From an optimization exercise on the open Yosys and OpenROAD flow, aimed at small area, a short achievable clock period and few clock cycles; shortcuts taken in it are not production practice. The RTL was checked by simulation tests, not by an equivalence proof against the original design. Power figures rest on the tool's default switching activity, not on a simulated workload.

## MS
==> flow/design.v (excerpt) <==
module JAM (
input CLK,
input RST,
output reg [2:0] W,
output reg [2:0] J,
input [6:0] Cost,
output reg [3:0] MatchCount,
output reg [9:0] MinCost,
output reg Valid );
For scale: ~30 I/O pins, about 24000 um^2 of cells after synthesis.
clock: 6.0 ns
lec_check: 0
abc_clock_period_in_ps: 2500
cap_margin: 20
core_margin: 2
core_utilization: 40
setup_slack_margin: 3.0
slew_margin: 20
run.sh (not shown) runs the stock make flow with config.mk's settings and CLKGATE_MAP_FILE= SYNTH_SCRIPT=/design/flow/synth_recipe.tcl, a recipe that flattens the netlist after the stock synthesis.
Testbench counts of MS, summed over its fixed seeds: cycles 3,348.
--- input diff MS..AL ---
--- a/flow/design.v
+++ b/flow/design.v
@@ -93,31 +93,21 @@
 wire [3:0] pr67 = fq[6] * fq[7];
 wire [3:0] pr03 = pr01 * pr23;
 wire [3:0] pr47 = pr45 * pr67;
 wire [3:0] prod = pq03 * pq47;
 wire [6:0] wl    = upq ? (wrd + Dprev - mrd[6:0]) : wrd;
 wire [8:0] wk    = (s1k | s1first | s1t) ? {2'b00, wl} : ({2'b00, wrd} + K);
 wire [8:0] knew  = {1'b0, bestD} - {2'b00, Cost} - {2'b00, wrd};
 wire [8:0] yfull = {2'b00, cost_q} + wq;
 wire [7:0] ysat  = (yfull[8] | yfull[7]) ? 8'h80 : {1'b0, yfull[6:0]};
-function lt8;
-    input [7:0] x, y;
-    reg         l;
-    integer     n;
-    begin
-        l = 1'b0;
-        for (n = 0; n < 8; n = n + 1) l = (~x[n] & y[n]) | (~(x[n] & ~y[n]) & l);
-        lt8 = l;
-    end
-endfunction
-wire       c_yB = lt8(yq, bestD);
-wire       c_MB = lt8(Mq2, bestD);
-wire       c_yM = lt8(yq, Mq2);
+wire       c_yB = yq < bestD;
+wire       c_MB = Mq2 < bestD;
+wire       c_yM = yq < Mq2;
 wire       upd  = s3first | c_yM;
 wire       take = s3trr | (upd ? c_yB : c_MB);
 wire [7:0] nD   = take ? (upd ? yq : Mq2) : bestD;
 wire [7:0] c3bit = 8'd1 << s3c;
 wire [2:0] nj   = take ? s3c : bj;
 wire [7:0] bjbit  = 8'd1 << bj;
 wire [7:0] nbit   = take ? c3bit : bjbit;
 wire [7:0] nused  = take ? (used | c3bit) : (used | bjbit);
 wire [7:0] nrem   = take ? (~used & ~c3bit) : (~used & ~bjbit);
Notes after the runs:
Per the final summary, AL finished and its layout is clean on timing, DRC and antenna.
Compared with MS, worst IR drop on VDD in AL decreased slightly.
Comparing the two runs side by side, AL comes out behind MS on first-pass GRT wire length.
Diff MS -> AL: clock group share of total power fell by 1.3 points; pin count of the biggest net entering global routing has decreased.
Compared AL vs MS, and internal power is down in AL.
s0ante$_DFF_PP0_ as the end point of the critical path was reported by MS, and J[0]$_DFF_PP0_ by AL.
Relative to MS, growth of design area from synthesis to finish has gone up in AL.
Testbench counts of AL, summed over its fixed seeds: cycles 3,348.

--- another note on this design; it stands on its own ---

the baseline:
Design JAM, start of the top module:
module JAM (
input CLK,
input RST,
output reg [2:0] W,
output reg [2:0] J,
input [6:0] Cost,
output reg [3:0] MatchCount,
output reg [9:0] MinCost,
output reg Valid );
Size: roughly 2,100 cells after synthesis.
make LEC_CHECK=0 ABC_CLOCK_PERIOD_IN_PS=2500 CAP_MARGIN=20 CORE_MARGIN=2 CORE_UTILIZATION=40 GPL_TIMING_DRIVEN=1 SETUP_SLACK_MARGIN=3.0 SLEW_MARGIN=20 finish   # period 6.0 ns
run.sh (not shown) runs the stock make flow with config.mk's settings and CLKGATE_MAP_FILE= SYNTH_SCRIPT=/design/flow/synth_recipe.tcl, a recipe that flattens the netlist after the stock synthesis.
The baseline completed; timing, DRC and antenna clean
Testbench counts of the baseline, summed over its fixed seeds: cycles 3,489.
Input changes introduced in the candidate (baseline for comparison: the baseline):
- SETUP_SLACK_MARGIN changed from 3.0 to 2.5
- GPL_TIMING_DRIVEN removed (was 1)
[summary]
- Wire length (the candidate / the baseline): 0.937
- Going from the baseline to the candidate, slew at the pin with the worst max-slew slack now larger, fraction of area in registers went up by 1.2 points, first-pass GRT wire length went down, number of antenna violations at the first check in global routing did not really move.
- Between the baseline and the candidate, the design area is higher for the baseline.

========
## try-zinc
JAM, a different RTL version from the one above (not shown whole).
For scale: roughly 2900 cells after synthesis, roughly 460 flip-flops, roughly 30 I/O pins, ~0.025 mm^2 of cells after synthesis.
## JAM
module JAM (
input CLK,
input RST,
output reg [2:0] W,
output reg [2:0] J,
input [6:0] Cost,
output reg [3:0] MatchCount,
output reg [9:0] MinCost,
output reg Valid );
==> flow/config.mk <==
export PLATFORM = sky130hd
export DESIGN_NAME = JAM
export DESIGN_NICKNAME = JAM
export VERILOG_FILES = /design/flow/design.v
export SDC_FILE = /design/flow/constraint.sdc
export NUM_CORES = 4
export LEC_CHECK = 0
export ABC_AREA = 1
export ABC_CLOCK_PERIOD_IN_PS = 2500
export CAP_MARGIN = 20
export CORE_MARGIN = 2
export CORE_UTILIZATION = 40
export SETUP_SLACK_MARGIN = 3.25
export SLEW_MARGIN = 20
==> flow/constraint.sdc <==
create_clock -name core_clock -period 6.0 [get_ports {CLK}]
set_input_delay 1.2000 -clock core_clock [delete_from_list [all_inputs] [get_ports {CLK}]]
set_output_delay 1.2000 -clock core_clock [all_outputs]
set_load 0.01 [all_outputs]
Testbench counts of try-zinc, summed over its fixed seeds: cycles 3,348.
Inputs modified between try-zinc and try-raven:
- swapping 3.25 for 3.0 in SETUP_SLACK_MARGIN
- clearing ABC_AREA, which used to be 1
- swapping 40 for 35 in CORE_UTILIZATION
### Flow results
Relative to try-zinc, share of the clock period used by the worst path after layout has increased by 4.5 points in try-raven. try-zinc -> try-raven: number of well taps increased by more than 10%. Diff try-zinc -> try-raven: worst hold slack saw a decrease; number of signal-net inverters in the final layout fell 71%; total power fell by about 0.8%; clock skew after layout decreased 0.017 ns.

==> re-timing with driven ports <==
The results above use ideal ports. As a check the final layouts listed here were re-extracted and re-timed, cells and wires unchanged.
Step 1 (the two cells are an assumption about what drives the block):
set clk [get_ports {CLK}]
set_driving_cell -lib_cell sky130_fd_sc_hd__clkbuf_16 $clk
set_driving_cell -lib_cell sky130_fd_sc_hd__buf_2 [delete_from_list [all_inputs] $clk]
Step 2 also shifts input and output timing later by t, the mid clock arrival at the registers, as if the neighbouring blocks saw the same clock.
Slacks: ideal / step 1 / step 2; pairs: ideal / step 1.
run | shift t [ns] | setup WS [ns] | hold slack, ns | worst setup path at the end | cell pins on the clock port's net
MS | 0.654 | 2.898 / 2.898 / 2.486 | 0.325 / 0.325 / 0.325 | input to register | 1
AL | 0.662 | 2.976 / 2.976 / 2.465 | 0.325 / 0.325 / 0.325 | input to register | 1
the baseline | 0.663 | 3.061 / 3.061 / 2.460 | 0.321 / 0.321 / 0.321 | input to register | 1
the candidate | 0.660 | 2.595 / 2.591 / 1.969 | 0.322 / 0.322 / 0.322 | input to register | 1
try-zinc | 0.677 | 3.109 / 3.109 / 2.699 | 0.325 / 0.325 / 0.325 | input to register | 1
try-raven | 0.661 | 2.839 / 2.839 / 2.431 | 0.321 / 0.321 / 0.321 | input to register | 1
After both steps every run listed still meets setup and hold. The setup slack of the candidate, which loses most, moves by -0.004 ns with the drivers and by -0.626 ns with both steps.
